What follows belongs to an exercise in optimizing a design on an open flow for small area, a short achievable clock period and few clock cycles per item; a production flow would make more cautious choices. RTL that was checked went through simulation tests only; none was proved equivalent to the original. The RTL of run 1 was laid out without a check of its function.

==> flow/design.v <==
module CONVCOR(
	clk,
	rst_n,
	in_valid,
	in_a,
	in_b,
	in_mode,
	out_valid,
	out
);
input              clk;
input              rst_n;
input              in_valid;
input      [15:0]  in_a;
input      [15:0]  in_b;
input              in_mode;
output reg         out_valid;
output reg [35:0]  out;
reg s0, s1, s2, s3, s4, s5, s6;
reg mode;
reg [15:0] a0, a1, a2;
reg [15:0] b0, b1, b2;      
reg signed [16:0] pre, pim;
wire [15:0] in_bx = {in_b[15:8], in_b[7:0] ^ {8{in_mode}}};
wire [15:0] m1a = (s1 | s3&~mode | s4)     ? a0 :
                  (s2 | s5)                ? a1 : a2;
wire [15:0] m1b = s1                       ? b0 :
                  (s2 | s3&~mode)          ? b1 : b2;
wire [15:0] m2a = (s3 & ~mode) ? a1 : (s4 | s5) ? a2 : 16'd0;
wire [15:0] m2b = s5 ? b1 : b0;
wire signed [7:0] m1ar = m1a[15:8], m1ai = m1a[7:0];
wire signed [7:0] m1br = m1b[15:8], m1bi = m1b[7:0];
wire signed [7:0] m2ar = m2a[15:8], m2ai = m2a[7:0];
wire signed [7:0] m2br = m2b[15:8], m2bi = m2b[7:0];
wire c = mode;
wire gp = (s2 & mode) | (s3 & mode) | s4;
wire signed [8:0]  c1r = c ? {m1ar[7], m1ar} : 9'sd0;
wire signed [8:0]  c1i = c ? {m1ai[7], m1ai} : 9'sd0;
wire signed [16:0] gpre = gp ? pre : 17'sd0;
wire signed [16:0] gpim = gp ? pim : 17'sd0;
wire signed [17:0] sre = m1ar*m1br - m1ai*m1bi - c1i + m2ar*m2br - m2ai*m2bi + gpre;
wire signed [17:0] sim = m1ar*m1bi + c1r + m1ai*m1br + m2ar*m2bi + m2ai*m2br + gpim;
always @(posedge clk) begin
	if (!rst_n) begin
		s0 <= 1'b1; s1 <= 1'b0; s2 <= 1'b0; s3 <= 1'b0;
		s4 <= 1'b0; s5 <= 1'b0; s6 <= 1'b0;
		out_valid <= 1'b0;
	end else begin
		s0 <= (s0 & ~in_valid) | (s3 & mode) | s6;
		s1 <= s0 & in_valid;
		s2 <= s1;
		s3 <= s2;
		s4 <= s3 & ~mode;
		s5 <= s4;
		s6 <= s5;
		out_valid <= (s2 & ~mode) | s3 | s4 | s5 | s6;
	end
end
always @(posedge clk) begin
	if (s0) begin
		a0 <= in_a; b0 <= in_bx; mode <= in_mode;
	end
	if (s1) begin
		a1 <= in_a; b1 <= in_bx;
	end
	if (s2) begin
		a2 <= in_a; b2 <= in_bx;
	end
	if (s1 | s2) begin
		pre <= sre[16:0];
		pim <= sim[16:0];
	end
	if (s2)
		out <= {{1{pre[16]}}, pre, {1{pim[16]}}, pim};
	else
		out <= {sre, sim};
end
endmodule
==> flow/run.sh <==
#!/bin/bash
# synth_recipe.tcl (not shown) runs the flow's synth.tcl, then flattens the netlist and writes it again
# the make line also repeats each setting of config.mk as NAME=value (left out here)
make -C /OpenROAD-flow-scripts/flow DESIGN_CONFIG=/design/flow/config.mk WORK_HOME=/design/flow/orfs CLKGATE_MAP_FILE= SYNTH_SCRIPT=/design/flow/synth_recipe.tcl finish
==> flow/config.mk <==
export PLATFORM = sky130hd
export DESIGN_NAME = CONVCOR
export DESIGN_NICKNAME = CONVCOR
export VERILOG_FILES = /design/flow/design.v
export SDC_FILE = /design/flow/constraint.sdc
export NUM_CORES = 4
export LEC_CHECK = 0
export CAP_MARGIN = 20
export CORE_MARGIN = 2
export CORE_UTILIZATION = 40
export PLACE_DENSITY = 0.6
export SLEW_MARGIN = 20
==> flow/constraint.sdc <==
create_clock -name core_clock -period 13.0 [get_ports {clk}]
set_input_delay 2.6000 -clock core_clock [delete_from_list [all_inputs] [get_ports {clk}]]
set_output_delay 2.6000 -clock core_clock [all_outputs]
set_load 0.01 [all_outputs]
==> impl_metrics.env, run 1 <==
export IMPL_reg2reg_depth=28
export IMPL_r2r_start="mode$_DFFE_PP_"
export IMPL_cts_resized=0
export IMPL_hold_depth=1
export IMPL_tns_ns=0
export IMPL_layout_commonest_cell="inv_1"
export IMPL_avgRoutedWirePerCell_um=22.6
export IMPL_multiInputGateArea_mm2=0.0225
export IMPL_largest_register="out"
export IMPL_cp_arrival_ns=9.79
export IMPL_cpPeakStageDelay_ns=0.92
export IMPL_synthSimpleGateAreaFrac=0.0900
export IMPL_yosysUniqueCellTypes=67
export IMPL_ys_ff_latch=175
export IMPL_ioPinCount=73
export IMPL_cp_common_cell="fa_1"
export IMPL_die_area_mm2=0.0793
export IMPL_status="timing/DRC/antenna clean"
export IMPL_synth_seq_area_share=0.156
export IMPL_finish_utilization=0.441
export IMPL_hold_path_class="reg2reg"
export IMPL_synthFlopType="edfxtp_1"
export IMPL_synth_top_family_by_area="adder cells"
export IMPL_place_gp_congestion=1.05
export IMPL_finalHoldViolations=0
export IMPL_insertion_delay_ns=0.53
export IMPL_timing_fmax_mhz=105
export IMPL_synth_top_area_cell="fa_1"
export IMPL_area_growth_pct=8.84
export IMPL_area_share_nonclk_buffers=0.0325
export IMPL_ant_nets=0
export IMPL_holdBufCountCts=0
export IMPL_setup_viol_count_final=0
==> inputs of run 2 (changes only) <==
==> flow/design.v (replaced) <==
module CONVCOR(
	clk,
	rst_n,
	in_valid,
	in_a,
	in_b,
	in_mode,
	out_valid,
	out
);
input              clk;
input              rst_n;
input              in_valid;
input      [15:0]  in_a;
input      [15:0]  in_b;
input              in_mode;
output reg         out_valid;
output reg [35:0]  out;
reg s1, s2, s3, s4, s5, s6, s7, s8, s9, s10;
reg mode;
reg [15:0] a0, a1, a2, b0, b1, b2;
reg [15:0] xa, xb;
reg [17:0] pr_s, pr_c, pi_s, pi_c;
reg acc, vld;
wire [15:0] in_bx = {in_b[15:8], in_b[7:0] ^ {8{in_mode}}};
wire [7:0] xar = xa[15:8];
wire [7:0] xai = xa[7:0];
wire [7:0] xbr = xb[15:8];
wire [7:0] xbi = xb[7:0];
wire cj = mode;
wire tr_0 = (xar[0]&xbr[0]);
wire tr_1 = ~(xai[0]&xbi[0]);
wire tr_2 = ~(cj&xai[0]);
wire tr_3 = (xar[0]&xbr[1]);
wire tr_4 = (xar[1]&xbr[0]);
wire tr_5 = ~(xai[0]&xbi[1]);
wire tr_6 = ~(xai[1]&xbi[0]);
wire tr_7 = ~(cj&xai[1]);
wire tr_8 = (xar[0]&xbr[2]);
wire tr_9 = (xar[1]&xbr[1]);
wire tr_10 = (xar[2]&xbr[0]);
wire tr_11 = ~(xai[0]&xbi[2]);
wire tr_12 = ~(xai[1]&xbi[1]);
wire tr_13 = ~(xai[2]&xbi[0]);
wire tr_14 = ~(cj&xai[2]);
wire tr_15 = (xar[0]&xbr[3]);
wire tr_16 = (xar[1]&xbr[2]);
wire tr_17 = (xar[2]&xbr[1]);
wire tr_18 = (xar[3]&xbr[0]);
wire tr_19 = ~(xai[0]&xbi[3]);
wire tr_20 = ~(xai[1]&xbi[2]);
wire tr_21 = ~(xai[2]&xbi[1]);
wire tr_22 = ~(xai[3]&xbi[0]);
wire tr_23 = ~(cj&xai[3]);
wire tr_24 = (xar[0]&xbr[4]);
wire tr_25 = (xar[1]&xbr[3]);
wire tr_26 = (xar[2]&xbr[2]);
wire tr_27 = (xar[3]&xbr[1]);
wire tr_28 = (xar[4]&xbr[0]);
wire tr_29 = ~(xai[0]&xbi[4]);
wire tr_30 = ~(xai[1]&xbi[3]);
wire tr_31 = ~(xai[2]&xbi[2]);
wire tr_32 = ~(xai[3]&xbi[1]);
wire tr_33 = ~(xai[4]&xbi[0]);
wire tr_34 = ~(cj&xai[4]);
wire tr_35 = (xar[0]&xbr[5]);
wire tr_36 = (xar[1]&xbr[4]);
wire tr_37 = (xar[2]&xbr[3]);
wire tr_38 = (xar[3]&xbr[2]);
wire tr_39 = (xar[4]&xbr[1]);
wire tr_40 = (xar[5]&xbr[0]);
wire tr_41 = ~(xai[0]&xbi[5]);
wire tr_42 = ~(xai[1]&xbi[4]);
wire tr_43 = ~(xai[2]&xbi[3]);
wire tr_44 = ~(xai[3]&xbi[2]);
wire tr_45 = ~(xai[4]&xbi[1]);
wire tr_46 = ~(xai[5]&xbi[0]);
wire tr_47 = ~(cj&xai[5]);
wire tr_48 = (xar[0]&xbr[6]);
wire tr_49 = (xar[1]&xbr[5]);
wire tr_50 = (xar[2]&xbr[4]);
wire tr_51 = (xar[3]&xbr[3]);
wire tr_52 = (xar[4]&xbr[2]);
wire tr_53 = (xar[5]&xbr[1]);
wire tr_54 = (xar[6]&xbr[0]);
wire tr_55 = ~(xai[0]&xbi[6]);
wire tr_56 = ~(xai[1]&xbi[5]);
wire tr_57 = ~(xai[2]&xbi[4]);
wire tr_58 = ~(xai[3]&xbi[3]);
wire tr_59 = ~(xai[4]&xbi[2]);
wire tr_60 = ~(xai[5]&xbi[1]);
wire tr_61 = ~(xai[6]&xbi[0]);
wire tr_62 = ~(cj&xai[6]);
wire tr_63 = ~(xar[0]&xbr[7]);
wire tr_64 = (xar[1]&xbr[6]);
wire tr_65 = (xar[2]&xbr[5]);
wire tr_66 = (xar[3]&xbr[4]);
wire tr_67 = (xar[4]&xbr[3]);
wire tr_68 = (xar[5]&xbr[2]);
wire tr_69 = (xar[6]&xbr[1]);
wire tr_70 = ~(xar[7]&xbr[0]);
wire tr_71 = (xai[0]&xbi[7]);
wire tr_72 = ~(xai[1]&xbi[6]);
wire tr_73 = ~(xai[2]&xbi[5]);
wire tr_74 = ~(xai[3]&xbi[4]);
wire tr_75 = ~(xai[4]&xbi[3]);
wire tr_76 = ~(xai[5]&xbi[2]);
wire tr_77 = ~(xai[6]&xbi[1]);
wire tr_78 = (xai[7]&xbi[0]);
wire tr_79 = (cj&xai[7]);
wire tr_80 = ~(xar[1]&xbr[7]);
wire tr_81 = (xar[2]&xbr[6]);
wire tr_82 = (xar[3]&xbr[5]);
wire tr_83 = (xar[4]&xbr[4]);
wire tr_84 = (xar[5]&xbr[3]);
wire tr_85 = (xar[6]&xbr[2]);
wire tr_86 = ~(xar[7]&xbr[1]);
wire tr_87 = (xai[1]&xbi[7]);
wire tr_88 = ~(xai[2]&xbi[6]);
wire tr_89 = ~(xai[3]&xbi[5]);
wire tr_90 = ~(xai[4]&xbi[4]);
wire tr_91 = ~(xai[5]&xbi[3]);
wire tr_92 = ~(xai[6]&xbi[2]);
wire tr_93 = (xai[7]&xbi[1]);
wire tr_94 = ~(xar[2]&xbr[7]);
wire tr_95 = (xar[3]&xbr[6]);
wire tr_96 = (xar[4]&xbr[5]);
wire tr_97 = (xar[5]&xbr[4]);
wire tr_98 = (xar[6]&xbr[3]);
wire tr_99 = ~(xar[7]&xbr[2]);
wire tr_100 = (xai[2]&xbi[7]);
wire tr_101 = ~(xai[3]&xbi[6]);
wire tr_102 = ~(xai[4]&xbi[5]);
wire tr_103 = ~(xai[5]&xbi[4]);
wire tr_104 = ~(xai[6]&xbi[3]);
wire tr_105 = (xai[7]&xbi[2]);
wire tr_106 = ~(xar[3]&xbr[7]);
wire tr_107 = (xar[4]&xbr[6]);
wire tr_108 = (xar[5]&xbr[5]);
wire tr_109 = (xar[6]&xbr[4]);
wire tr_110 = ~(xar[7]&xbr[3]);
wire tr_111 = (xai[3]&xbi[7]);
wire tr_112 = ~(xai[4]&xbi[6]);
wire tr_113 = ~(xai[5]&xbi[5]);
wire tr_114 = ~(xai[6]&xbi[4]);
wire tr_115 = (xai[7]&xbi[3]);
wire tr_116 = ~(xar[4]&xbr[7]);
wire tr_117 = (xar[5]&xbr[6]);
wire tr_118 = (xar[6]&xbr[5]);
wire tr_119 = ~(xar[7]&xbr[4]);
wire tr_120 = (xai[4]&xbi[7]);
wire tr_121 = ~(xai[5]&xbi[6]);
wire tr_122 = ~(xai[6]&xbi[5]);
wire tr_123 = (xai[7]&xbi[4]);
wire tr_124 = ~(xar[5]&xbr[7]);
wire tr_125 = (xar[6]&xbr[6]);
wire tr_126 = ~(xar[7]&xbr[5]);
wire tr_127 = (xai[5]&xbi[7]);
wire tr_128 = ~(xai[6]&xbi[6]);
wire tr_129 = (xai[7]&xbi[5]);
wire tr_130 = ~(xar[6]&xbr[7]);
wire tr_131 = ~(xar[7]&xbr[6]);
wire tr_132 = (xai[6]&xbi[7]);
wire tr_133 = (xai[7]&xbi[6]);
wire tr_134 = (xar[7]&xbr[7]);
wire tr_135 = ~(xai[7]&xbi[7]);
wire tr_136 = tr_48 ^ tr_49 ^ tr_50;
wire tr_137 = (tr_48 & tr_49) | (tr_48 & tr_50) | (tr_49 & tr_50);
wire tr_138 = 1'b1 ^ tr_63 ^ tr_64;
wire tr_139 = (1'b1 & tr_63) | (1'b1 & tr_64) | (tr_63 & tr_64);
wire tr_140 = tr_65 ^ tr_66 ^ tr_67;
wire tr_141 = (tr_65 & tr_66) | (tr_65 & tr_67) | (tr_66 & tr_67);
wire tr_142 = tr_68 ^ tr_69 ^ tr_70;
wire tr_143 = (tr_68 & tr_69) | (tr_68 & tr_70) | (tr_69 & tr_70);
wire tr_144 = 1'b1 ^ tr_80 ^ tr_81;
wire tr_145 = (1'b1 & tr_80) | (1'b1 & tr_81) | (tr_80 & tr_81);
wire tr_146 = tr_82 ^ tr_83 ^ tr_84;
wire tr_147 = (tr_82 & tr_83) | (tr_82 & tr_84) | (tr_83 & tr_84);
wire tr_148 = tr_85 ^ tr_86;
wire tr_149 = tr_85 & tr_86;
wire tr_150 = tr_94 ^ tr_95 ^ tr_96;
wire tr_151 = (tr_94 & tr_95) | (tr_94 & tr_96) | (tr_95 & tr_96);
wire tr_152 = tr_24 ^ tr_25 ^ tr_26;
wire tr_153 = (tr_24 & tr_25) | (tr_24 & tr_26) | (tr_25 & tr_26);
wire tr_154 = tr_35 ^ tr_36 ^ tr_37;
wire tr_155 = (tr_35 & tr_36) | (tr_35 & tr_37) | (tr_36 & tr_37);
wire tr_156 = tr_38 ^ tr_39 ^ tr_40;
wire tr_157 = (tr_38 & tr_39) | (tr_38 & tr_40) | (tr_39 & tr_40);
wire tr_158 = tr_41 ^ tr_42;
wire tr_159 = tr_41 & tr_42;
wire tr_160 = tr_136 ^ tr_51 ^ tr_52;
wire tr_161 = (tr_136 & tr_51) | (tr_136 & tr_52) | (tr_51 & tr_52);
wire tr_162 = tr_53 ^ tr_54 ^ tr_55;
wire tr_163 = (tr_53 & tr_54) | (tr_53 & tr_55) | (tr_54 & tr_55);
wire tr_164 = tr_56 ^ tr_57 ^ tr_58;
wire tr_165 = (tr_56 & tr_57) | (tr_56 & tr_58) | (tr_57 & tr_58);
wire tr_166 = tr_59 ^ tr_60;
wire tr_167 = tr_59 & tr_60;
wire tr_168 = tr_137 ^ tr_138 ^ tr_140;
wire tr_169 = (tr_137 & tr_138) | (tr_137 & tr_140) | (tr_138 & tr_140);
wire tr_170 = tr_142 ^ tr_71 ^ tr_72;
wire tr_171 = (tr_142 & tr_71) | (tr_142 & tr_72) | (tr_71 & tr_72);
wire tr_172 = tr_73 ^ tr_74 ^ tr_75;
wire tr_173 = (tr_73 & tr_74) | (tr_73 & tr_75) | (tr_74 & tr_75);
wire tr_174 = tr_76 ^ tr_77 ^ tr_78;
wire tr_175 = (tr_76 & tr_77) | (tr_76 & tr_78) | (tr_77 & tr_78);
wire tr_176 = tr_139 ^ tr_141 ^ tr_143;
wire tr_177 = (tr_139 & tr_141) | (tr_139 & tr_143) | (tr_141 & tr_143);
wire tr_178 = tr_144 ^ tr_146 ^ tr_148;
wire tr_179 = (tr_144 & tr_146) | (tr_144 & tr_148) | (tr_146 & tr_148);
wire tr_180 = tr_87 ^ tr_88 ^ tr_89;
wire tr_181 = (tr_87 & tr_88) | (tr_87 & tr_89) | (tr_88 & tr_89);
wire tr_182 = tr_90 ^ tr_91 ^ tr_92;
wire tr_183 = (tr_90 & tr_91) | (tr_90 & tr_92) | (tr_91 & tr_92);
wire tr_184 = tr_145 ^ tr_147 ^ tr_149;
wire tr_185 = (tr_145 & tr_147) | (tr_145 & tr_149) | (tr_147 & tr_149);
wire tr_186 = tr_150 ^ tr_97 ^ tr_98;
wire tr_187 = (tr_150 & tr_97) | (tr_150 & tr_98) | (tr_97 & tr_98);
wire tr_188 = tr_99 ^ tr_100 ^ tr_101;
wire tr_189 = (tr_99 & tr_100) | (tr_99 & tr_101) | (tr_100 & tr_101);
wire tr_190 = tr_102 ^ tr_103 ^ tr_104;
wire tr_191 = (tr_102 & tr_103) | (tr_102 & tr_104) | (tr_103 & tr_104);
wire tr_192 = tr_151 ^ tr_106 ^ tr_107;
wire tr_193 = (tr_151 & tr_106) | (tr_151 & tr_107) | (tr_106 & tr_107);
wire tr_194 = tr_108 ^ tr_109 ^ tr_110;
wire tr_195 = (tr_108 & tr_109) | (tr_108 & tr_110) | (tr_109 & tr_110);
wire tr_196 = tr_111 ^ tr_112 ^ tr_113;
wire tr_197 = (tr_111 & tr_112) | (tr_111 & tr_113) | (tr_112 & tr_113);
wire tr_198 = tr_116 ^ tr_117 ^ tr_118;
wire tr_199 = (tr_116 & tr_117) | (tr_116 & tr_118) | (tr_117 & tr_118);
wire tr_200 = tr_8 ^ tr_9;
wire tr_201 = tr_8 & tr_9;
wire tr_202 = tr_15 ^ tr_16 ^ tr_17;
wire tr_203 = (tr_15 & tr_16) | (tr_15 & tr_17) | (tr_16 & tr_17);
wire tr_204 = tr_18 ^ tr_19 ^ tr_20;
wire tr_205 = (tr_18 & tr_19) | (tr_18 & tr_20) | (tr_19 & tr_20);
wire tr_206 = tr_152 ^ tr_27 ^ tr_28;
wire tr_207 = (tr_152 & tr_27) | (tr_152 & tr_28) | (tr_27 & tr_28);
wire tr_208 = tr_29 ^ tr_30 ^ tr_31;
wire tr_209 = (tr_29 & tr_30) | (tr_29 & tr_31) | (tr_30 & tr_31);
wire tr_210 = tr_32 ^ tr_33;
wire tr_211 = tr_32 & tr_33;
wire tr_212 = tr_153 ^ tr_154 ^ tr_156;
wire tr_213 = (tr_153 & tr_154) | (tr_153 & tr_156) | (tr_154 & tr_156);
wire tr_214 = tr_158 ^ tr_43 ^ tr_44;
wire tr_215 = (tr_158 & tr_43) | (tr_158 & tr_44) | (tr_43 & tr_44);
wire tr_216 = tr_45 ^ tr_46 ^ tr_47;
wire tr_217 = (tr_45 & tr_46) | (tr_45 & tr_47) | (tr_46 & tr_47);
wire tr_218 = tr_155 ^ tr_157 ^ tr_159;
wire tr_219 = (tr_155 & tr_157) | (tr_155 & tr_159) | (tr_157 & tr_159);
wire tr_220 = tr_160 ^ tr_162 ^ tr_164;
wire tr_221 = (tr_160 & tr_162) | (tr_160 & tr_164) | (tr_162 & tr_164);
wire tr_222 = tr_166 ^ tr_61 ^ tr_62;
wire tr_223 = (tr_166 & tr_61) | (tr_166 & tr_62) | (tr_61 & tr_62);
wire tr_224 = tr_161 ^ tr_163 ^ tr_165;
wire tr_225 = (tr_161 & tr_163) | (tr_161 & tr_165) | (tr_163 & tr_165);
wire tr_226 = tr_167 ^ tr_168 ^ tr_170;
wire tr_227 = (tr_167 & tr_168) | (tr_167 & tr_170) | (tr_168 & tr_170);
wire tr_228 = tr_172 ^ tr_174 ^ tr_79;
wire tr_229 = (tr_172 & tr_174) | (tr_172 & tr_79) | (tr_174 & tr_79);
wire tr_230 = tr_169 ^ tr_171 ^ tr_173;
wire tr_231 = (tr_169 & tr_171) | (tr_169 & tr_173) | (tr_171 & tr_173);
wire tr_232 = tr_175 ^ tr_176 ^ tr_178;
wire tr_233 = (tr_175 & tr_176) | (tr_175 & tr_178) | (tr_176 & tr_178);
wire tr_234 = tr_180 ^ tr_182 ^ tr_93;
wire tr_235 = (tr_180 & tr_182) | (tr_180 & tr_93) | (tr_182 & tr_93);
wire tr_236 = tr_177 ^ tr_179 ^ tr_181;
wire tr_237 = (tr_177 & tr_179) | (tr_177 & tr_181) | (tr_179 & tr_181);
wire tr_238 = tr_183 ^ tr_184 ^ tr_186;
wire tr_239 = (tr_183 & tr_184) | (tr_183 & tr_186) | (tr_184 & tr_186);
wire tr_240 = tr_188 ^ tr_190 ^ tr_105;
wire tr_241 = (tr_188 & tr_190) | (tr_188 & tr_105) | (tr_190 & tr_105);
wire tr_242 = tr_185 ^ tr_187 ^ tr_189;
wire tr_243 = (tr_185 & tr_187) | (tr_185 & tr_189) | (tr_187 & tr_189);
wire tr_244 = tr_191 ^ tr_192 ^ tr_194;
wire tr_245 = (tr_191 & tr_192) | (tr_191 & tr_194) | (tr_192 & tr_194);
wire tr_246 = tr_196 ^ tr_114 ^ tr_115;
wire tr_247 = (tr_196 & tr_114) | (tr_196 & tr_115) | (tr_114 & tr_115);
wire tr_248 = tr_193 ^ tr_195 ^ tr_197;
wire tr_249 = (tr_193 & tr_195) | (tr_193 & tr_197) | (tr_195 & tr_197);
wire tr_250 = tr_198 ^ tr_119 ^ tr_120;
wire tr_251 = (tr_198 & tr_119) | (tr_198 & tr_120) | (tr_119 & tr_120);
wire tr_252 = tr_121 ^ tr_122 ^ tr_123;
wire tr_253 = (tr_121 & tr_122) | (tr_121 & tr_123) | (tr_122 & tr_123);
wire tr_254 = tr_199 ^ tr_124 ^ tr_125;
wire tr_255 = (tr_199 & tr_124) | (tr_199 & tr_125) | (tr_124 & tr_125);
wire tr_256 = tr_126 ^ tr_127 ^ tr_128;
wire tr_257 = (tr_126 & tr_127) | (tr_126 & tr_128) | (tr_127 & tr_128);
wire tr_258 = tr_3 ^ tr_4;
wire tr_259 = tr_3 & tr_4;
wire tr_260 = tr_200 ^ tr_10 ^ tr_11;
wire tr_261 = (tr_200 & tr_10) | (tr_200 & tr_11) | (tr_10 & tr_11);
wire tr_262 = tr_12 ^ tr_13;
wire tr_263 = tr_12 & tr_13;
wire tr_264 = tr_201 ^ tr_202 ^ tr_204;
wire tr_265 = (tr_201 & tr_202) | (tr_201 & tr_204) | (tr_202 & tr_204);
wire tr_266 = tr_21 ^ tr_22 ^ tr_23;
wire tr_267 = (tr_21 & tr_22) | (tr_21 & tr_23) | (tr_22 & tr_23);
wire tr_268 = tr_203 ^ tr_205 ^ tr_206;
wire tr_269 = (tr_203 & tr_205) | (tr_203 & tr_206) | (tr_205 & tr_206);
wire tr_270 = tr_208 ^ tr_210 ^ tr_34;
wire tr_271 = (tr_208 & tr_210) | (tr_208 & tr_34) | (tr_210 & tr_34);
wire tr_272 = tr_207 ^ tr_209 ^ tr_211;
wire tr_273 = (tr_207 & tr_209) | (tr_207 & tr_211) | (tr_209 & tr_211);
wire tr_274 = tr_212 ^ tr_214 ^ tr_216;
wire tr_275 = (tr_212 & tr_214) | (tr_212 & tr_216) | (tr_214 & tr_216);
wire tr_276 = tr_213 ^ tr_215 ^ tr_217;
wire tr_277 = (tr_213 & tr_215) | (tr_213 & tr_217) | (tr_215 & tr_217);
wire tr_278 = tr_218 ^ tr_220 ^ tr_222;
wire tr_279 = (tr_218 & tr_220) | (tr_218 & tr_222) | (tr_220 & tr_222);
wire tr_280 = tr_219 ^ tr_221 ^ tr_223;
wire tr_281 = (tr_219 & tr_221) | (tr_219 & tr_223) | (tr_221 & tr_223);
wire tr_282 = tr_224 ^ tr_226 ^ tr_228;
wire tr_283 = (tr_224 & tr_226) | (tr_224 & tr_228) | (tr_226 & tr_228);
wire tr_284 = tr_225 ^ tr_227 ^ tr_229;
wire tr_285 = (tr_225 & tr_227) | (tr_225 & tr_229) | (tr_227 & tr_229);
wire tr_286 = tr_230 ^ tr_232 ^ tr_234;
wire tr_287 = (tr_230 & tr_232) | (tr_230 & tr_234) | (tr_232 & tr_234);
wire tr_288 = tr_231 ^ tr_233 ^ tr_235;
wire tr_289 = (tr_231 & tr_233) | (tr_231 & tr_235) | (tr_233 & tr_235);
wire tr_290 = tr_236 ^ tr_238 ^ tr_240;
wire tr_291 = (tr_236 & tr_238) | (tr_236 & tr_240) | (tr_238 & tr_240);
wire tr_292 = tr_237 ^ tr_239 ^ tr_241;
wire tr_293 = (tr_237 & tr_239) | (tr_237 & tr_241) | (tr_239 & tr_241);
wire tr_294 = tr_242 ^ tr_244 ^ tr_246;
wire tr_295 = (tr_242 & tr_244) | (tr_242 & tr_246) | (tr_244 & tr_246);
wire tr_296 = tr_243 ^ tr_245 ^ tr_247;
wire tr_297 = (tr_243 & tr_245) | (tr_243 & tr_247) | (tr_245 & tr_247);
wire tr_298 = tr_248 ^ tr_250 ^ tr_252;
wire tr_299 = (tr_248 & tr_250) | (tr_248 & tr_252) | (tr_250 & tr_252);
wire tr_300 = tr_249 ^ tr_251 ^ tr_253;
wire tr_301 = (tr_249 & tr_251) | (tr_249 & tr_253) | (tr_251 & tr_253);
wire tr_302 = tr_254 ^ tr_256 ^ tr_129;
wire tr_303 = (tr_254 & tr_256) | (tr_254 & tr_129) | (tr_256 & tr_129);
wire tr_304 = tr_255 ^ tr_257 ^ tr_130;
wire tr_305 = (tr_255 & tr_257) | (tr_255 & tr_130) | (tr_257 & tr_130);
wire tr_306 = tr_131 ^ tr_132 ^ tr_133;
wire tr_307 = (tr_131 & tr_132) | (tr_131 & tr_133) | (tr_132 & tr_133);
wire tr_308 = tr_258 ^ tr_5;
wire tr_309 = tr_258 & tr_5;
wire tr_310 = tr_259 ^ tr_260 ^ tr_262;
wire tr_311 = (tr_259 & tr_260) | (tr_259 & tr_262) | (tr_260 & tr_262);
wire tr_312 = tr_261 ^ tr_263 ^ tr_264;
wire tr_313 = (tr_261 & tr_263) | (tr_261 & tr_264) | (tr_263 & tr_264);
wire tr_314 = tr_265 ^ tr_267 ^ tr_268;
wire tr_315 = (tr_265 & tr_267) | (tr_265 & tr_268) | (tr_267 & tr_268);
wire tr_316 = tr_269 ^ tr_271 ^ tr_272;
wire tr_317 = (tr_269 & tr_271) | (tr_269 & tr_272) | (tr_271 & tr_272);
wire tr_318 = tr_273 ^ tr_275 ^ tr_276;
wire tr_319 = (tr_273 & tr_275) | (tr_273 & tr_276) | (tr_275 & tr_276);
wire tr_320 = tr_277 ^ tr_279 ^ tr_280;
wire tr_321 = (tr_277 & tr_279) | (tr_277 & tr_280) | (tr_279 & tr_280);
wire tr_322 = tr_281 ^ tr_283 ^ tr_284;
wire tr_323 = (tr_281 & tr_283) | (tr_281 & tr_284) | (tr_283 & tr_284);
wire tr_324 = tr_285 ^ tr_287 ^ tr_288;
wire tr_325 = (tr_285 & tr_287) | (tr_285 & tr_288) | (tr_287 & tr_288);
wire tr_326 = tr_289 ^ tr_291 ^ tr_292;
wire tr_327 = (tr_289 & tr_291) | (tr_289 & tr_292) | (tr_291 & tr_292);
wire tr_328 = tr_293 ^ tr_295 ^ tr_296;
wire tr_329 = (tr_293 & tr_295) | (tr_293 & tr_296) | (tr_295 & tr_296);
wire tr_330 = tr_297 ^ tr_299 ^ tr_300;
wire tr_331 = (tr_297 & tr_299) | (tr_297 & tr_300) | (tr_299 & tr_300);
wire tr_332 = tr_301 ^ tr_303 ^ tr_304;
wire tr_333 = (tr_301 & tr_303) | (tr_301 & tr_304) | (tr_303 & tr_304);
wire tr_334 = tr_305 ^ tr_307 ^ tr_134;
wire tr_335 = (tr_305 & tr_307) | (tr_305 & tr_134) | (tr_307 & tr_134);
wire tr_336 = tr_0 ^ tr_1;
wire tr_337 = tr_0 & tr_1;
wire tr_338 = tr_308 ^ tr_6 ^ tr_7;
wire tr_339 = (tr_308 & tr_6) | (tr_308 & tr_7) | (tr_6 & tr_7);
wire tr_340 = tr_309 ^ tr_310 ^ tr_14;
wire tr_341 = (tr_309 & tr_310) | (tr_309 & tr_14) | (tr_310 & tr_14);
wire tr_342 = tr_311 ^ tr_312 ^ tr_266;
wire tr_343 = (tr_311 & tr_312) | (tr_311 & tr_266) | (tr_312 & tr_266);
wire tr_344 = tr_313 ^ tr_314 ^ tr_270;
wire tr_345 = (tr_313 & tr_314) | (tr_313 & tr_270) | (tr_314 & tr_270);
wire tr_346 = tr_315 ^ tr_316 ^ tr_274;
wire tr_347 = (tr_315 & tr_316) | (tr_315 & tr_274) | (tr_316 & tr_274);
wire tr_348 = tr_317 ^ tr_318 ^ tr_278;
wire tr_349 = (tr_317 & tr_318) | (tr_317 & tr_278) | (tr_318 & tr_278);
wire tr_350 = tr_319 ^ tr_320 ^ tr_282;
wire tr_351 = (tr_319 & tr_320) | (tr_319 & tr_282) | (tr_320 & tr_282);
wire tr_352 = tr_321 ^ tr_322 ^ tr_286;
wire tr_353 = (tr_321 & tr_322) | (tr_321 & tr_286) | (tr_322 & tr_286);
wire tr_354 = tr_323 ^ tr_324 ^ tr_290;
wire tr_355 = (tr_323 & tr_324) | (tr_323 & tr_290) | (tr_324 & tr_290);
wire tr_356 = tr_325 ^ tr_326 ^ tr_294;
wire tr_357 = (tr_325 & tr_326) | (tr_325 & tr_294) | (tr_326 & tr_294);
wire tr_358 = tr_327 ^ tr_328 ^ tr_298;
wire tr_359 = (tr_327 & tr_328) | (tr_327 & tr_298) | (tr_328 & tr_298);
wire tr_360 = tr_329 ^ tr_330 ^ tr_302;
wire tr_361 = (tr_329 & tr_330) | (tr_329 & tr_302) | (tr_330 & tr_302);
wire tr_362 = tr_331 ^ tr_332 ^ tr_306;
wire tr_363 = (tr_331 & tr_332) | (tr_331 & tr_306) | (tr_332 & tr_306);
wire tr_364 = tr_333 ^ tr_334 ^ tr_135;
wire tr_365 = (tr_333 & tr_334) | (tr_333 & tr_135) | (tr_334 & tr_135);
wire ti_0 = (xar[0]&xbi[0]);
wire ti_1 = (xai[0]&xbr[0]);
wire ti_2 = (cj&xar[0]);
wire ti_3 = (xar[0]&xbi[1]);
wire ti_4 = (xar[1]&xbi[0]);
wire ti_5 = (xai[0]&xbr[1]);
wire ti_6 = (xai[1]&xbr[0]);
wire ti_7 = (cj&xar[1]);
wire ti_8 = (xar[0]&xbi[2]);
wire ti_9 = (xar[1]&xbi[1]);
wire ti_10 = (xar[2]&xbi[0]);
wire ti_11 = (xai[0]&xbr[2]);
wire ti_12 = (xai[1]&xbr[1]);
wire ti_13 = (xai[2]&xbr[0]);
wire ti_14 = (cj&xar[2]);
wire ti_15 = (xar[0]&xbi[3]);
wire ti_16 = (xar[1]&xbi[2]);
wire ti_17 = (xar[2]&xbi[1]);
wire ti_18 = (xar[3]&xbi[0]);
wire ti_19 = (xai[0]&xbr[3]);
wire ti_20 = (xai[1]&xbr[2]);
wire ti_21 = (xai[2]&xbr[1]);
wire ti_22 = (xai[3]&xbr[0]);
wire ti_23 = (cj&xar[3]);
wire ti_24 = (xar[0]&xbi[4]);
wire ti_25 = (xar[1]&xbi[3]);
wire ti_26 = (xar[2]&xbi[2]);
wire ti_27 = (xar[3]&xbi[1]);
wire ti_28 = (xar[4]&xbi[0]);
wire ti_29 = (xai[0]&xbr[4]);
wire ti_30 = (xai[1]&xbr[3]);
wire ti_31 = (xai[2]&xbr[2]);
wire ti_32 = (xai[3]&xbr[1]);
wire ti_33 = (xai[4]&xbr[0]);
wire ti_34 = (cj&xar[4]);
wire ti_35 = (xar[0]&xbi[5]);
wire ti_36 = (xar[1]&xbi[4]);
wire ti_37 = (xar[2]&xbi[3]);
wire ti_38 = (xar[3]&xbi[2]);
wire ti_39 = (xar[4]&xbi[1]);
wire ti_40 = (xar[5]&xbi[0]);
wire ti_41 = (xai[0]&xbr[5]);
wire ti_42 = (xai[1]&xbr[4]);
wire ti_43 = (xai[2]&xbr[3]);
wire ti_44 = (xai[3]&xbr[2]);
wire ti_45 = (xai[4]&xbr[1]);
wire ti_46 = (xai[5]&xbr[0]);
wire ti_47 = (cj&xar[5]);
wire ti_48 = (xar[0]&xbi[6]);
wire ti_49 = (xar[1]&xbi[5]);
wire ti_50 = (xar[2]&xbi[4]);
wire ti_51 = (xar[3]&xbi[3]);
wire ti_52 = (xar[4]&xbi[2]);
wire ti_53 = (xar[5]&xbi[1]);
wire ti_54 = (xar[6]&xbi[0]);
wire ti_55 = (xai[0]&xbr[6]);
wire ti_56 = (xai[1]&xbr[5]);
wire ti_57 = (xai[2]&xbr[4]);
wire ti_58 = (xai[3]&xbr[3]);
wire ti_59 = (xai[4]&xbr[2]);
wire ti_60 = (xai[5]&xbr[1]);
wire ti_61 = (xai[6]&xbr[0]);
wire ti_62 = (cj&xar[6]);
wire ti_63 = ~(xar[0]&xbi[7]);
wire ti_64 = (xar[1]&xbi[6]);
wire ti_65 = (xar[2]&xbi[5]);
wire ti_66 = (xar[3]&xbi[4]);
wire ti_67 = (xar[4]&xbi[3]);
wire ti_68 = (xar[5]&xbi[2]);
wire ti_69 = (xar[6]&xbi[1]);
wire ti_70 = ~(xar[7]&xbi[0]);
wire ti_71 = ~(xai[0]&xbr[7]);
wire ti_72 = (xai[1]&xbr[6]);
wire ti_73 = (xai[2]&xbr[5]);
wire ti_74 = (xai[3]&xbr[4]);
wire ti_75 = (xai[4]&xbr[3]);
wire ti_76 = (xai[5]&xbr[2]);
wire ti_77 = (xai[6]&xbr[1]);
wire ti_78 = ~(xai[7]&xbr[0]);
wire ti_79 = ~(cj&xar[7]);
wire ti_80 = ~(xar[1]&xbi[7]);
wire ti_81 = (xar[2]&xbi[6]);
wire ti_82 = (xar[3]&xbi[5]);
wire ti_83 = (xar[4]&xbi[4]);
wire ti_84 = (xar[5]&xbi[3]);
wire ti_85 = (xar[6]&xbi[2]);
wire ti_86 = ~(xar[7]&xbi[1]);
wire ti_87 = ~(xai[1]&xbr[7]);
wire ti_88 = (xai[2]&xbr[6]);
wire ti_89 = (xai[3]&xbr[5]);
wire ti_90 = (xai[4]&xbr[4]);
wire ti_91 = (xai[5]&xbr[3]);
wire ti_92 = (xai[6]&xbr[2]);
wire ti_93 = ~(xai[7]&xbr[1]);
wire ti_94 = ~(xar[2]&xbi[7]);
wire ti_95 = (xar[3]&xbi[6]);
wire ti_96 = (xar[4]&xbi[5]);
wire ti_97 = (xar[5]&xbi[4]);
wire ti_98 = (xar[6]&xbi[3]);
wire ti_99 = ~(xar[7]&xbi[2]);
wire ti_100 = ~(xai[2]&xbr[7]);
wire ti_101 = (xai[3]&xbr[6]);
wire ti_102 = (xai[4]&xbr[5]);
wire ti_103 = (xai[5]&xbr[4]);
wire ti_104 = (xai[6]&xbr[3]);
wire ti_105 = ~(xai[7]&xbr[2]);
wire ti_106 = ~(xar[3]&xbi[7]);
wire ti_107 = (xar[4]&xbi[6]);
wire ti_108 = (xar[5]&xbi[5]);
wire ti_109 = (xar[6]&xbi[4]);
wire ti_110 = ~(xar[7]&xbi[3]);
wire ti_111 = ~(xai[3]&xbr[7]);
wire ti_112 = (xai[4]&xbr[6]);
wire ti_113 = (xai[5]&xbr[5]);
wire ti_114 = (xai[6]&xbr[4]);
wire ti_115 = ~(xai[7]&xbr[3]);
wire ti_116 = ~(xar[4]&xbi[7]);
wire ti_117 = (xar[5]&xbi[6]);
wire ti_118 = (xar[6]&xbi[5]);
wire ti_119 = ~(xar[7]&xbi[4]);
wire ti_120 = ~(xai[4]&xbr[7]);
wire ti_121 = (xai[5]&xbr[6]);
wire ti_122 = (xai[6]&xbr[5]);
wire ti_123 = ~(xai[7]&xbr[4]);
wire ti_124 = ~(xar[5]&xbi[7]);
wire ti_125 = (xar[6]&xbi[6]);
wire ti_126 = ~(xar[7]&xbi[5]);
wire ti_127 = ~(xai[5]&xbr[7]);
wire ti_128 = (xai[6]&xbr[6]);
wire ti_129 = ~(xai[7]&xbr[5]);
wire ti_130 = ~(xar[6]&xbi[7]);
wire ti_131 = ~(xar[7]&xbi[6]);
wire ti_132 = ~(xai[6]&xbr[7]);
wire ti_133 = ~(xai[7]&xbr[6]);
wire ti_134 = (xar[7]&xbi[7]);
wire ti_135 = (xai[7]&xbr[7]);
wire ti_136 = ti_48 ^ ti_49 ^ ti_50;
wire ti_137 = (ti_48 & ti_49) | (ti_48 & ti_50) | (ti_49 & ti_50);
wire ti_138 = 1'b1 ^ ti_63 ^ ti_64;
wire ti_139 = (1'b1 & ti_63) | (1'b1 & ti_64) | (ti_63 & ti_64);
wire ti_140 = ti_65 ^ ti_66 ^ ti_67;
wire ti_141 = (ti_65 & ti_66) | (ti_65 & ti_67) | (ti_66 & ti_67);
wire ti_142 = ti_68 ^ ti_69 ^ ti_70;
wire ti_143 = (ti_68 & ti_69) | (ti_68 & ti_70) | (ti_69 & ti_70);
wire ti_144 = 1'b1 ^ ti_80 ^ ti_81;
wire ti_145 = (1'b1 & ti_80) | (1'b1 & ti_81) | (ti_80 & ti_81);
wire ti_146 = ti_82 ^ ti_83 ^ ti_84;
wire ti_147 = (ti_82 & ti_83) | (ti_82 & ti_84) | (ti_83 & ti_84);
wire ti_148 = ti_85 ^ ti_86;
wire ti_149 = ti_85 & ti_86;
wire ti_150 = ti_94 ^ ti_95 ^ ti_96;
wire ti_151 = (ti_94 & ti_95) | (ti_94 & ti_96) | (ti_95 & ti_96);
wire ti_152 = ti_24 ^ ti_25 ^ ti_26;
wire ti_153 = (ti_24 & ti_25) | (ti_24 & ti_26) | (ti_25 & ti_26);
wire ti_154 = ti_35 ^ ti_36 ^ ti_37;
wire ti_155 = (ti_35 & ti_36) | (ti_35 & ti_37) | (ti_36 & ti_37);
wire ti_156 = ti_38 ^ ti_39 ^ ti_40;
wire ti_157 = (ti_38 & ti_39) | (ti_38 & ti_40) | (ti_39 & ti_40);
wire ti_158 = ti_41 ^ ti_42;
wire ti_159 = ti_41 & ti_42;
wire ti_160 = ti_136 ^ ti_51 ^ ti_52;
wire ti_161 = (ti_136 & ti_51) | (ti_136 & ti_52) | (ti_51 & ti_52);
wire ti_162 = ti_53 ^ ti_54 ^ ti_55;
wire ti_163 = (ti_53 & ti_54) | (ti_53 & ti_55) | (ti_54 & ti_55);
wire ti_164 = ti_56 ^ ti_57 ^ ti_58;
wire ti_165 = (ti_56 & ti_57) | (ti_56 & ti_58) | (ti_57 & ti_58);
wire ti_166 = ti_59 ^ ti_60;
wire ti_167 = ti_59 & ti_60;
wire ti_168 = ti_137 ^ ti_138 ^ ti_140;
wire ti_169 = (ti_137 & ti_138) | (ti_137 & ti_140) | (ti_138 & ti_140);
wire ti_170 = ti_142 ^ ti_71 ^ ti_72;
wire ti_171 = (ti_142 & ti_71) | (ti_142 & ti_72) | (ti_71 & ti_72);
wire ti_172 = ti_73 ^ ti_74 ^ ti_75;
wire ti_173 = (ti_73 & ti_74) | (ti_73 & ti_75) | (ti_74 & ti_75);
wire ti_174 = ti_76 ^ ti_77 ^ ti_78;
wire ti_175 = (ti_76 & ti_77) | (ti_76 & ti_78) | (ti_77 & ti_78);
wire ti_176 = ti_139 ^ ti_141 ^ ti_143;
wire ti_177 = (ti_139 & ti_141) | (ti_139 & ti_143) | (ti_141 & ti_143);
wire ti_178 = ti_144 ^ ti_146 ^ ti_148;
wire ti_179 = (ti_144 & ti_146) | (ti_144 & ti_148) | (ti_146 & ti_148);
wire ti_180 = ti_87 ^ ti_88 ^ ti_89;
wire ti_181 = (ti_87 & ti_88) | (ti_87 & ti_89) | (ti_88 & ti_89);
wire ti_182 = ti_90 ^ ti_91 ^ ti_92;
wire ti_183 = (ti_90 & ti_91) | (ti_90 & ti_92) | (ti_91 & ti_92);
wire ti_184 = ti_145 ^ ti_147 ^ ti_149;
wire ti_185 = (ti_145 & ti_147) | (ti_145 & ti_149) | (ti_147 & ti_149);
wire ti_186 = ti_150 ^ ti_97 ^ ti_98;
wire ti_187 = (ti_150 & ti_97) | (ti_150 & ti_98) | (ti_97 & ti_98);
wire ti_188 = ti_99 ^ ti_100 ^ ti_101;
wire ti_189 = (ti_99 & ti_100) | (ti_99 & ti_101) | (ti_100 & ti_101);
wire ti_190 = ti_102 ^ ti_103 ^ ti_104;
wire ti_191 = (ti_102 & ti_103) | (ti_102 & ti_104) | (ti_103 & ti_104);
wire ti_192 = ti_151 ^ ti_106 ^ ti_107;
wire ti_193 = (ti_151 & ti_106) | (ti_151 & ti_107) | (ti_106 & ti_107);
wire ti_194 = ti_108 ^ ti_109 ^ ti_110;
wire ti_195 = (ti_108 & ti_109) | (ti_108 & ti_110) | (ti_109 & ti_110);
wire ti_196 = ti_111 ^ ti_112 ^ ti_113;
wire ti_197 = (ti_111 & ti_112) | (ti_111 & ti_113) | (ti_112 & ti_113);
wire ti_198 = ti_116 ^ ti_117 ^ ti_118;
wire ti_199 = (ti_116 & ti_117) | (ti_116 & ti_118) | (ti_117 & ti_118);
wire ti_200 = ti_8 ^ ti_9;
wire ti_201 = ti_8 & ti_9;
wire ti_202 = ti_15 ^ ti_16 ^ ti_17;
wire ti_203 = (ti_15 & ti_16) | (ti_15 & ti_17) | (ti_16 & ti_17);
wire ti_204 = ti_18 ^ ti_19 ^ ti_20;
wire ti_205 = (ti_18 & ti_19) | (ti_18 & ti_20) | (ti_19 & ti_20);
wire ti_206 = ti_152 ^ ti_27 ^ ti_28;
wire ti_207 = (ti_152 & ti_27) | (ti_152 & ti_28) | (ti_27 & ti_28);
wire ti_208 = ti_29 ^ ti_30 ^ ti_31;
wire ti_209 = (ti_29 & ti_30) | (ti_29 & ti_31) | (ti_30 & ti_31);
wire ti_210 = ti_32 ^ ti_33;
wire ti_211 = ti_32 & ti_33;
wire ti_212 = ti_153 ^ ti_154 ^ ti_156;
wire ti_213 = (ti_153 & ti_154) | (ti_153 & ti_156) | (ti_154 & ti_156);
wire ti_214 = ti_158 ^ ti_43 ^ ti_44;
wire ti_215 = (ti_158 & ti_43) | (ti_158 & ti_44) | (ti_43 & ti_44);
wire ti_216 = ti_45 ^ ti_46 ^ ti_47;
wire ti_217 = (ti_45 & ti_46) | (ti_45 & ti_47) | (ti_46 & ti_47);
wire ti_218 = ti_155 ^ ti_157 ^ ti_159;
wire ti_219 = (ti_155 & ti_157) | (ti_155 & ti_159) | (ti_157 & ti_159);
wire ti_220 = ti_160 ^ ti_162 ^ ti_164;
wire ti_221 = (ti_160 & ti_162) | (ti_160 & ti_164) | (ti_162 & ti_164);
wire ti_222 = ti_166 ^ ti_61 ^ ti_62;
wire ti_223 = (ti_166 & ti_61) | (ti_166 & ti_62) | (ti_61 & ti_62);
wire ti_224 = ti_161 ^ ti_163 ^ ti_165;
wire ti_225 = (ti_161 & ti_163) | (ti_161 & ti_165) | (ti_163 & ti_165);
wire ti_226 = ti_167 ^ ti_168 ^ ti_170;
wire ti_227 = (ti_167 & ti_168) | (ti_167 & ti_170) | (ti_168 & ti_170);
wire ti_228 = ti_172 ^ ti_174 ^ ti_79;
wire ti_229 = (ti_172 & ti_174) | (ti_172 & ti_79) | (ti_174 & ti_79);
wire ti_230 = ti_169 ^ ti_171 ^ ti_173;
wire ti_231 = (ti_169 & ti_171) | (ti_169 & ti_173) | (ti_171 & ti_173);
wire ti_232 = ti_175 ^ ti_176 ^ ti_178;
wire ti_233 = (ti_175 & ti_176) | (ti_175 & ti_178) | (ti_176 & ti_178);
wire ti_234 = ti_180 ^ ti_182 ^ ti_93;
wire ti_235 = (ti_180 & ti_182) | (ti_180 & ti_93) | (ti_182 & ti_93);
wire ti_236 = ti_177 ^ ti_179 ^ ti_181;
wire ti_237 = (ti_177 & ti_179) | (ti_177 & ti_181) | (ti_179 & ti_181);
wire ti_238 = ti_183 ^ ti_184 ^ ti_186;
wire ti_239 = (ti_183 & ti_184) | (ti_183 & ti_186) | (ti_184 & ti_186);
wire ti_240 = ti_188 ^ ti_190 ^ ti_105;
wire ti_241 = (ti_188 & ti_190) | (ti_188 & ti_105) | (ti_190 & ti_105);
wire ti_242 = ti_185 ^ ti_187 ^ ti_189;
wire ti_243 = (ti_185 & ti_187) | (ti_185 & ti_189) | (ti_187 & ti_189);
wire ti_244 = ti_191 ^ ti_192 ^ ti_194;
wire ti_245 = (ti_191 & ti_192) | (ti_191 & ti_194) | (ti_192 & ti_194);
wire ti_246 = ti_196 ^ ti_114 ^ ti_115;
wire ti_247 = (ti_196 & ti_114) | (ti_196 & ti_115) | (ti_114 & ti_115);
wire ti_248 = ti_193 ^ ti_195 ^ ti_197;
wire ti_249 = (ti_193 & ti_195) | (ti_193 & ti_197) | (ti_195 & ti_197);
wire ti_250 = ti_198 ^ ti_119 ^ ti_120;
wire ti_251 = (ti_198 & ti_119) | (ti_198 & ti_120) | (ti_119 & ti_120);
wire ti_252 = ti_121 ^ ti_122 ^ ti_123;
wire ti_253 = (ti_121 & ti_122) | (ti_121 & ti_123) | (ti_122 & ti_123);
wire ti_254 = ti_199 ^ ti_124 ^ ti_125;
wire ti_255 = (ti_199 & ti_124) | (ti_199 & ti_125) | (ti_124 & ti_125);
wire ti_256 = ti_126 ^ ti_127 ^ ti_128;
wire ti_257 = (ti_126 & ti_127) | (ti_126 & ti_128) | (ti_127 & ti_128);
wire ti_258 = ti_3 ^ ti_4;
wire ti_259 = ti_3 & ti_4;
wire ti_260 = ti_200 ^ ti_10 ^ ti_11;
wire ti_261 = (ti_200 & ti_10) | (ti_200 & ti_11) | (ti_10 & ti_11);
wire ti_262 = ti_12 ^ ti_13;
wire ti_263 = ti_12 & ti_13;
wire ti_264 = ti_201 ^ ti_202 ^ ti_204;
wire ti_265 = (ti_201 & ti_202) | (ti_201 & ti_204) | (ti_202 & ti_204);
wire ti_266 = ti_21 ^ ti_22 ^ ti_23;
wire ti_267 = (ti_21 & ti_22) | (ti_21 & ti_23) | (ti_22 & ti_23);
wire ti_268 = ti_203 ^ ti_205 ^ ti_206;
wire ti_269 = (ti_203 & ti_205) | (ti_203 & ti_206) | (ti_205 & ti_206);
wire ti_270 = ti_208 ^ ti_210 ^ ti_34;
wire ti_271 = (ti_208 & ti_210) | (ti_208 & ti_34) | (ti_210 & ti_34);
wire ti_272 = ti_207 ^ ti_209 ^ ti_211;
wire ti_273 = (ti_207 & ti_209) | (ti_207 & ti_211) | (ti_209 & ti_211);
wire ti_274 = ti_212 ^ ti_214 ^ ti_216;
wire ti_275 = (ti_212 & ti_214) | (ti_212 & ti_216) | (ti_214 & ti_216);
wire ti_276 = ti_213 ^ ti_215 ^ ti_217;
wire ti_277 = (ti_213 & ti_215) | (ti_213 & ti_217) | (ti_215 & ti_217);
wire ti_278 = ti_218 ^ ti_220 ^ ti_222;
wire ti_279 = (ti_218 & ti_220) | (ti_218 & ti_222) | (ti_220 & ti_222);
wire ti_280 = ti_219 ^ ti_221 ^ ti_223;
wire ti_281 = (ti_219 & ti_221) | (ti_219 & ti_223) | (ti_221 & ti_223);
wire ti_282 = ti_224 ^ ti_226 ^ ti_228;
wire ti_283 = (ti_224 & ti_226) | (ti_224 & ti_228) | (ti_226 & ti_228);
wire ti_284 = ti_225 ^ ti_227 ^ ti_229;
wire ti_285 = (ti_225 & ti_227) | (ti_225 & ti_229) | (ti_227 & ti_229);
wire ti_286 = ti_230 ^ ti_232 ^ ti_234;
wire ti_287 = (ti_230 & ti_232) | (ti_230 & ti_234) | (ti_232 & ti_234);
wire ti_288 = ti_231 ^ ti_233 ^ ti_235;
wire ti_289 = (ti_231 & ti_233) | (ti_231 & ti_235) | (ti_233 & ti_235);
wire ti_290 = ti_236 ^ ti_238 ^ ti_240;
wire ti_291 = (ti_236 & ti_238) | (ti_236 & ti_240) | (ti_238 & ti_240);
wire ti_292 = ti_237 ^ ti_239 ^ ti_241;
wire ti_293 = (ti_237 & ti_239) | (ti_237 & ti_241) | (ti_239 & ti_241);
wire ti_294 = ti_242 ^ ti_244 ^ ti_246;
wire ti_295 = (ti_242 & ti_244) | (ti_242 & ti_246) | (ti_244 & ti_246);
wire ti_296 = ti_243 ^ ti_245 ^ ti_247;
wire ti_297 = (ti_243 & ti_245) | (ti_243 & ti_247) | (ti_245 & ti_247);
wire ti_298 = ti_248 ^ ti_250 ^ ti_252;
wire ti_299 = (ti_248 & ti_250) | (ti_248 & ti_252) | (ti_250 & ti_252);
wire ti_300 = ti_249 ^ ti_251 ^ ti_253;
wire ti_301 = (ti_249 & ti_251) | (ti_249 & ti_253) | (ti_251 & ti_253);
wire ti_302 = ti_254 ^ ti_256 ^ ti_129;
wire ti_303 = (ti_254 & ti_256) | (ti_254 & ti_129) | (ti_256 & ti_129);
wire ti_304 = ti_255 ^ ti_257 ^ ti_130;
wire ti_305 = (ti_255 & ti_257) | (ti_255 & ti_130) | (ti_257 & ti_130);
wire ti_306 = ti_131 ^ ti_132 ^ ti_133;
wire ti_307 = (ti_131 & ti_132) | (ti_131 & ti_133) | (ti_132 & ti_133);
wire ti_308 = ti_258 ^ ti_5;
wire ti_309 = ti_258 & ti_5;
wire ti_310 = ti_259 ^ ti_260 ^ ti_262;
wire ti_311 = (ti_259 & ti_260) | (ti_259 & ti_262) | (ti_260 & ti_262);
wire ti_312 = ti_261 ^ ti_263 ^ ti_264;
wire ti_313 = (ti_261 & ti_263) | (ti_261 & ti_264) | (ti_263 & ti_264);
wire ti_314 = ti_265 ^ ti_267 ^ ti_268;
wire ti_315 = (ti_265 & ti_267) | (ti_265 & ti_268) | (ti_267 & ti_268);
wire ti_316 = ti_269 ^ ti_271 ^ ti_272;
wire ti_317 = (ti_269 & ti_271) | (ti_269 & ti_272) | (ti_271 & ti_272);
wire ti_318 = ti_273 ^ ti_275 ^ ti_276;
wire ti_319 = (ti_273 & ti_275) | (ti_273 & ti_276) | (ti_275 & ti_276);
wire ti_320 = ti_277 ^ ti_279 ^ ti_280;
wire ti_321 = (ti_277 & ti_279) | (ti_277 & ti_280) | (ti_279 & ti_280);
wire ti_322 = ti_281 ^ ti_283 ^ ti_284;
wire ti_323 = (ti_281 & ti_283) | (ti_281 & ti_284) | (ti_283 & ti_284);
wire ti_324 = ti_285 ^ ti_287 ^ ti_288;
wire ti_325 = (ti_285 & ti_287) | (ti_285 & ti_288) | (ti_287 & ti_288);
wire ti_326 = ti_289 ^ ti_291 ^ ti_292;
wire ti_327 = (ti_289 & ti_291) | (ti_289 & ti_292) | (ti_291 & ti_292);
wire ti_328 = ti_293 ^ ti_295 ^ ti_296;
wire ti_329 = (ti_293 & ti_295) | (ti_293 & ti_296) | (ti_295 & ti_296);
wire ti_330 = ti_297 ^ ti_299 ^ ti_300;
wire ti_331 = (ti_297 & ti_299) | (ti_297 & ti_300) | (ti_299 & ti_300);
wire ti_332 = ti_301 ^ ti_303 ^ ti_304;
wire ti_333 = (ti_301 & ti_303) | (ti_301 & ti_304) | (ti_303 & ti_304);
wire ti_334 = ti_305 ^ ti_307 ^ ti_134;
wire ti_335 = (ti_305 & ti_307) | (ti_305 & ti_134) | (ti_307 & ti_134);
wire ti_336 = ti_0 ^ ti_1;
wire ti_337 = ti_0 & ti_1;
wire ti_338 = ti_308 ^ ti_6 ^ ti_7;
wire ti_339 = (ti_308 & ti_6) | (ti_308 & ti_7) | (ti_6 & ti_7);
wire ti_340 = ti_309 ^ ti_310 ^ ti_14;
wire ti_341 = (ti_309 & ti_310) | (ti_309 & ti_14) | (ti_310 & ti_14);
wire ti_342 = ti_311 ^ ti_312 ^ ti_266;
wire ti_343 = (ti_311 & ti_312) | (ti_311 & ti_266) | (ti_312 & ti_266);
wire ti_344 = ti_313 ^ ti_314 ^ ti_270;
wire ti_345 = (ti_313 & ti_314) | (ti_313 & ti_270) | (ti_314 & ti_270);
wire ti_346 = ti_315 ^ ti_316 ^ ti_274;
wire ti_347 = (ti_315 & ti_316) | (ti_315 & ti_274) | (ti_316 & ti_274);
wire ti_348 = ti_317 ^ ti_318 ^ ti_278;
wire ti_349 = (ti_317 & ti_318) | (ti_317 & ti_278) | (ti_318 & ti_278);
wire ti_350 = ti_319 ^ ti_320 ^ ti_282;
wire ti_351 = (ti_319 & ti_320) | (ti_319 & ti_282) | (ti_320 & ti_282);
wire ti_352 = ti_321 ^ ti_322 ^ ti_286;
wire ti_353 = (ti_321 & ti_322) | (ti_321 & ti_286) | (ti_322 & ti_286);
wire ti_354 = ti_323 ^ ti_324 ^ ti_290;
wire ti_355 = (ti_323 & ti_324) | (ti_323 & ti_290) | (ti_324 & ti_290);
wire ti_356 = ti_325 ^ ti_326 ^ ti_294;
wire ti_357 = (ti_325 & ti_326) | (ti_325 & ti_294) | (ti_326 & ti_294);
wire ti_358 = ti_327 ^ ti_328 ^ ti_298;
wire ti_359 = (ti_327 & ti_328) | (ti_327 & ti_298) | (ti_328 & ti_298);
wire ti_360 = ti_329 ^ ti_330 ^ ti_302;
wire ti_361 = (ti_329 & ti_330) | (ti_329 & ti_302) | (ti_330 & ti_302);
wire ti_362 = ti_331 ^ ti_332 ^ ti_306;
wire ti_363 = (ti_331 & ti_332) | (ti_331 & ti_306) | (ti_332 & ti_306);
wire ti_364 = ti_333 ^ ti_334 ^ ti_135;
wire ti_365 = (ti_333 & ti_334) | (ti_333 & ti_135) | (ti_334 & ti_135);
wire [17:0] re_s = {1'b1, 1'b1, tr_365, tr_363, tr_361, tr_359, tr_357, tr_355, tr_353, tr_351, tr_349, tr_347, tr_345, tr_343, tr_341, tr_339, tr_337, tr_336};
wire [17:0] re_c = {1'b0, 1'b0, tr_335, tr_364, tr_362, tr_360, tr_358, tr_356, tr_354, tr_352, tr_350, tr_348, tr_346, tr_344, tr_342, tr_340, tr_338, tr_2};
wire [17:0] im_s = {1'b1, 1'b1, ti_365, ti_363, ti_361, ti_359, ti_357, ti_355, ti_353, ti_351, ti_349, ti_347, ti_345, ti_343, ti_341, ti_339, ti_337, ti_336};
wire [17:0] im_c = {1'b0, 1'b0, ti_335, ti_364, ti_362, ti_360, ti_358, ti_356, ti_354, ti_352, ti_350, ti_348, ti_346, ti_344, ti_342, ti_340, ti_338, ti_2};
localparam [17:0] RE_M0 = 18'h00000, RE_M1 = 18'h00000, RE_K = 18'h00000;
localparam [17:0] IM_M0 = 18'h00000, IM_M1 = 18'h00000, IM_K = 18'h00000;
wire xa_in = s1 | ((s2 | s3) & mode);
wire xa_0  = (s2 & ~mode) | s6;
wire xa_1  = (s3 & ~mode) | s4 | s7;
wire xb_in = s1 | s2 | (s3 & mode);
wire xb_0  = (s3 & ~mode) | s5;
wire xb_1  = s4 | s8;
wire [17:0] o_re = out[35:18];
wire [17:0] o_im = out[17:0];
wire [17:0] acc_re = acc ? o_re : 18'd0;
wire [17:0] acc_im = acc ? o_im : 18'd0;
always @(posedge clk) begin
	if (!rst_n) begin
		s1 <= 1'b1; s2 <= 1'b0; s3 <= 1'b0; s4 <= 1'b0; s5 <= 1'b0;
		s6 <= 1'b0; s7 <= 1'b0; s8 <= 1'b0; s9 <= 1'b0; s10 <= 1'b0;
		vld <= 1'b0;
		out_valid <= 1'b0;
	end else begin
		s1 <= (s1 & ~in_valid) | (s4 & mode) | s10;
		s2 <= s1 & in_valid;
		s3 <= s2;
		s4 <= s3;
		s5 <= s4 & ~mode;
		s6 <= s5;
		s7 <= s6;
		s8 <= s7;
		s9 <= s8;
		s10 <= s9;
		vld <= (s2 & ~mode) | s4 | s7 | s9 | s10;
		out_valid <= vld;
	end
end
always @(posedge clk) begin
	if (s1) begin
		a0 <= in_a; b0 <= in_bx; mode <= in_mode;
	end
	if (s2) begin
		a1 <= in_a; b1 <= in_bx;
	end
	if (s3) begin
		a2 <= in_a; b2 <= in_bx;
	end
	xa <= xa_in ? in_a : xa_0 ? a0 : xa_1 ? a1 : a2;
	xb <= xb_in ? in_bx : xb_0 ? b0 : xb_1 ? b1 : b2;
	acc <= (s3 & mode) | s4 | s6 | s7 | s9;
	pr_s <= re_s; pr_c <= re_c;
	pi_s <= im_s; pi_c <= im_c;
	out <= {(pr_s ^ RE_M0) + (pr_c ^ RE_M1) + RE_K + acc_re,
	        (pi_s ^ IM_M0) + (pi_c ^ IM_M1) + IM_K + acc_im};
end
endmodule
--- a/flow/config.mk
+++ b/flow/config.mk
@@ -5,8 +5,8 @@
 export SDC_FILE = /design/flow/constraint.sdc
 export NUM_CORES = 4
 export LEC_CHECK = 0
-export CAP_MARGIN = 20
+export CAP_MARGIN = 80
 export CORE_MARGIN = 2
 export CORE_UTILIZATION = 40
 export PLACE_DENSITY = 0.6
-export SLEW_MARGIN = 20
+export SLEW_MARGIN = 80
==> impl_metrics.env, run 2 <==
export IMPL_status="timing/DRC/antenna clean"
export IMPL_holdBufCountCts=0
export IMPL_fin_crit_ns=4.94
export IMPL_maxSlewViolCount=0
export IMPL_synth_compound_area_frac=0.0588
export IMPL_synth_top_family_by_area="adder cells"
export IMPL_synthCells=1503
export IMPL_fp_row_count=73
export IMPL_via_per_inst=4.89
export IMPL_num_vias=10400
export IMPL_hold_path_class="reg2reg"
export IMPL_area_growth_pct=16.5
export IMPL_cts_max_level=1
export IMPL_netlist_top_cells_count="fa_1, inv_1, nand2_1"
export IMPL_cts_resized=0
export IMPL_post_synth_mux_area_share=0.0112
export IMPL_avgRoutedWirePerCell_um=16.4
export IMPL_ioPinCount=73
export IMPL_nets=1909
export IMPL_clockBufferDepth=3
export IMPL_portBuffers=72
export IMPL_syn_cell_area_mm2=0.0161
export IMPL_ys_async_sr_fraction=0
export IMPL_cp_end_kind="flip-flop"
export IMPL_dp_cells=2070
export IMPL_critPathMaxFanout=36
export IMPL_diodes=0
export IMPL_finalHoldViolations=0
export IMPL_grt_overflow_total=0
export IMPL_synth_top_area_frac=0.300
export IMPL_rsz0062_at_grt="no"
export IMPL_finish_utilization=0.472
export IMPL_die_area_mm2=0.0420
export IMPL_syn_avg_cell_area_um2=10.7
export IMPL_ant_nets=0
export IMPL_syn_num_nets=1835
export IMPL_final_layout_size_suffix_gt1_frac=0.0794
export IMPL_drt_wl_total_mm=34.9
export IMPL_largest_register="out"
export IMPL_ys_ff_latch=242
export IMPL_synth_edf_count=97
export IMPL_setup_viol_count_final=0
export IMPL_yosysUniqueCellTypes=54
export IMPL_insertion_delay_ns=0.58
export IMPL_ys_warn_count=1
export IMPL_start_util=0.405
export IMPL_place_gp_congestion=0.841
export IMPL_fin_cells=2124
export IMPL_tightest_slew_ns=0.286
export IMPL_tns_ns=0
export IMPL_crit_required_ns=13.47
export IMPL_worst_setup_path_type="reg2reg"
export IMPL_cp_start_kind="flip-flop"
export IMPL_cts_made_buffers=28
export IMPL_dr_pass1_iters=5
export IMPL_grt_max_degree=37
export IMPL_final_cell_mix="fa_1, inv_1, nand2_1"
export IMPL_grt_usage=0.175
export IMPL_cap_viol_max_count=0
export IMPL_cp_arrival_ns=5.41
export IMPL_grt_pass1_vias=11000
export IMPL_cts_tree="yes"
export IMPL_synthFlopType="dfxtp_1"
export IMPL_timing_fmax_mhz=202
export IMPL_die_width_um=205
export IMPL_dp_hpwl_mm=24.9
export IMPL_antenna_found_initial=0
export IMPL_die_h_um=205
export IMPL_post_cts_buffers=0
export IMPL_clk_pin_slew_worst_paths_ns=0.06
export IMPL_finalClockSkew_ns=0.0486
export IMPL_drc=0
export IMPL_grt_pass1_wl_mm=57.5
export IMPL_synth_area_leaders="fa_1, edfxtp_1, dfxtp_1"
export IMPL_timing_final_crit_share=0.380
export IMPL_synth_xor_area_frac=0.0174
export IMPL_synthAdderAreaFrac=0.342
export IMPL_cts_root_buf="clkbuf_16"
export IMPL_synth_seq_area_share=0.360
export IMPL_clock_sinks=242
export IMPL_largest_register_ffs=36
export IMPL_drt_iter0_drc=776
export IMPL_relSlewSlack=0.808
export IMPL_coreArea_mm2=0.0398
export IMPL_synthSimpleGateAreaFrac=0.143
export IMPL_layout_commonest_cell="fa_1"
export IMPL_yosysMostFrequentCell="fa_1"
export IMPL_synth_top_area_cell="fa_1"
run 2: cell types whose count changed after synthesis, sizes merged, moves of 101 or more:
| cell | change |
|---|---|
| and2 | +134 |
| dfxtp | +101 |
| fa | -455 |
| ha | -164 |
| inv | -617 |
| nor2 | -297 |
run 2: critical path: stages (launching register included):
cell and delay, ns:
dfxtp_1 0.34, buf_8 0.22, and2_1 0.19, fa_1 0.43
ha_1 0.31, a211o_1 0.34, a2111oi_2 0.30, clkdlybuf4s50_1 0.55
clkdlybuf4s50_1 0.48, clkdlybuf4s50_1 0.51, clkdlybuf4s50_1 0.49, o311a_1 0.22
o21bai_1 0.08, a21oi_1 0.19, xnor2_1 0.13
run 2: logic make-up (layout without fill, tap and decap cells):
kind of cell / count (synthesis) / after routing
AND/OR/NAND/NOR: 469 / 469
adder cells (fa/ha/maj): 296 / 296
buffers and inverters: 287 / 383
flip-flops: 242 / 242
AO/OA/AOI/OAI: 159 / 159
XOR/XNOR: 32 / 32
multiplexers: 18 / 18
run 2: path summary, 6_finish.rpt:
path	slack (ns)	start	cells after the start	end
max reg2reg	8.06	acc$_DFF_P_	14	out[14]$_DFF_P_
min	0.45	vld$_SDFF_PN0_	1	out_valid$_SDFF_PN0_
min reg2reg	0.45	vld$_SDFF_PN0_	1	out_valid$_SDFF_PN0_
max	8.06	acc$_DFF_P_	14	out[14]$_DFF_P_
run 2: metal layers:
layer  global-route usage  share of wire  vias up  routed length (um)
li1                     -              -     4830                   -
met1                0.236           0.44     5241               15500
met2                0.295           0.47      249               16600
met3               0.0309          0.057       67                1990
met4               0.0401          0.024        0                 836
met5                    0              0        -                   0
run 2: metrics by stage:
stage | worst slack [ns] | hold slack (ns) | instance area, um2
2_1_floorplan | 9.07 | 0.412 | 16100
3_3_place_gp | 8.83 | 0.436 | 17400
3_5_place_dp | 8.06 | 0.438 | 17800
4_1_cts | 7.98 | 0.450 | 18700
5_1_grt | 7.76 | 0.463 | 18800
6_report | 8.06 | 0.446 | 18800
run 2: final cells by class:
type	count	area (um2)
clock buffer	38	768
clock inverter	14	148
fill	3674	21000
inverter	229	860
multi-input combinational	974	9390
sequential	242	5940
tap	525	657
timing repair buffer	102	1050
Testbench counts of run 2, summed over its fixed seeds: cycles 33,778, items 3,200.

[separate check: timing with driven ports]
No port has a modelled driver above. Below, the same layouts with a new extraction and two added sets of constraints. Step 1 (the two cells are an assumption about what drives the block):
set clk [get_ports {clk}]
set_driving_cell -lib_cell sky130_fd_sc_hd__clkbuf_16 $clk
set_driving_cell -lib_cell sky130_fd_sc_hd__buf_2 [delete_from_list [all_inputs] $clk]
Step 2 adds t to the input delays and takes it off the output delays; t is the mean of the earliest and latest rising clock arrival at the registers after step 1. Input paths then give back, and output paths get back, about the clock's delay inside the block. a / b / c = ideal / step 1 / step 2; a / b = the first two.
run | shift t [ns] | setup WS [ns] | worst setup path after step 2 | latest minus earliest clock arrival (ns) | pins driven straight from the clock port
run 1 | 0.579 | 3.477 / 3.477 / 3.477 | register to register | 0.027 / 0.027 | 1
run 2 | 0.609 | 8.059 / 8.059 / 8.059 | register to register | 0.050 / 0.049 | 1
After both steps setup and hold are still met in every run listed.
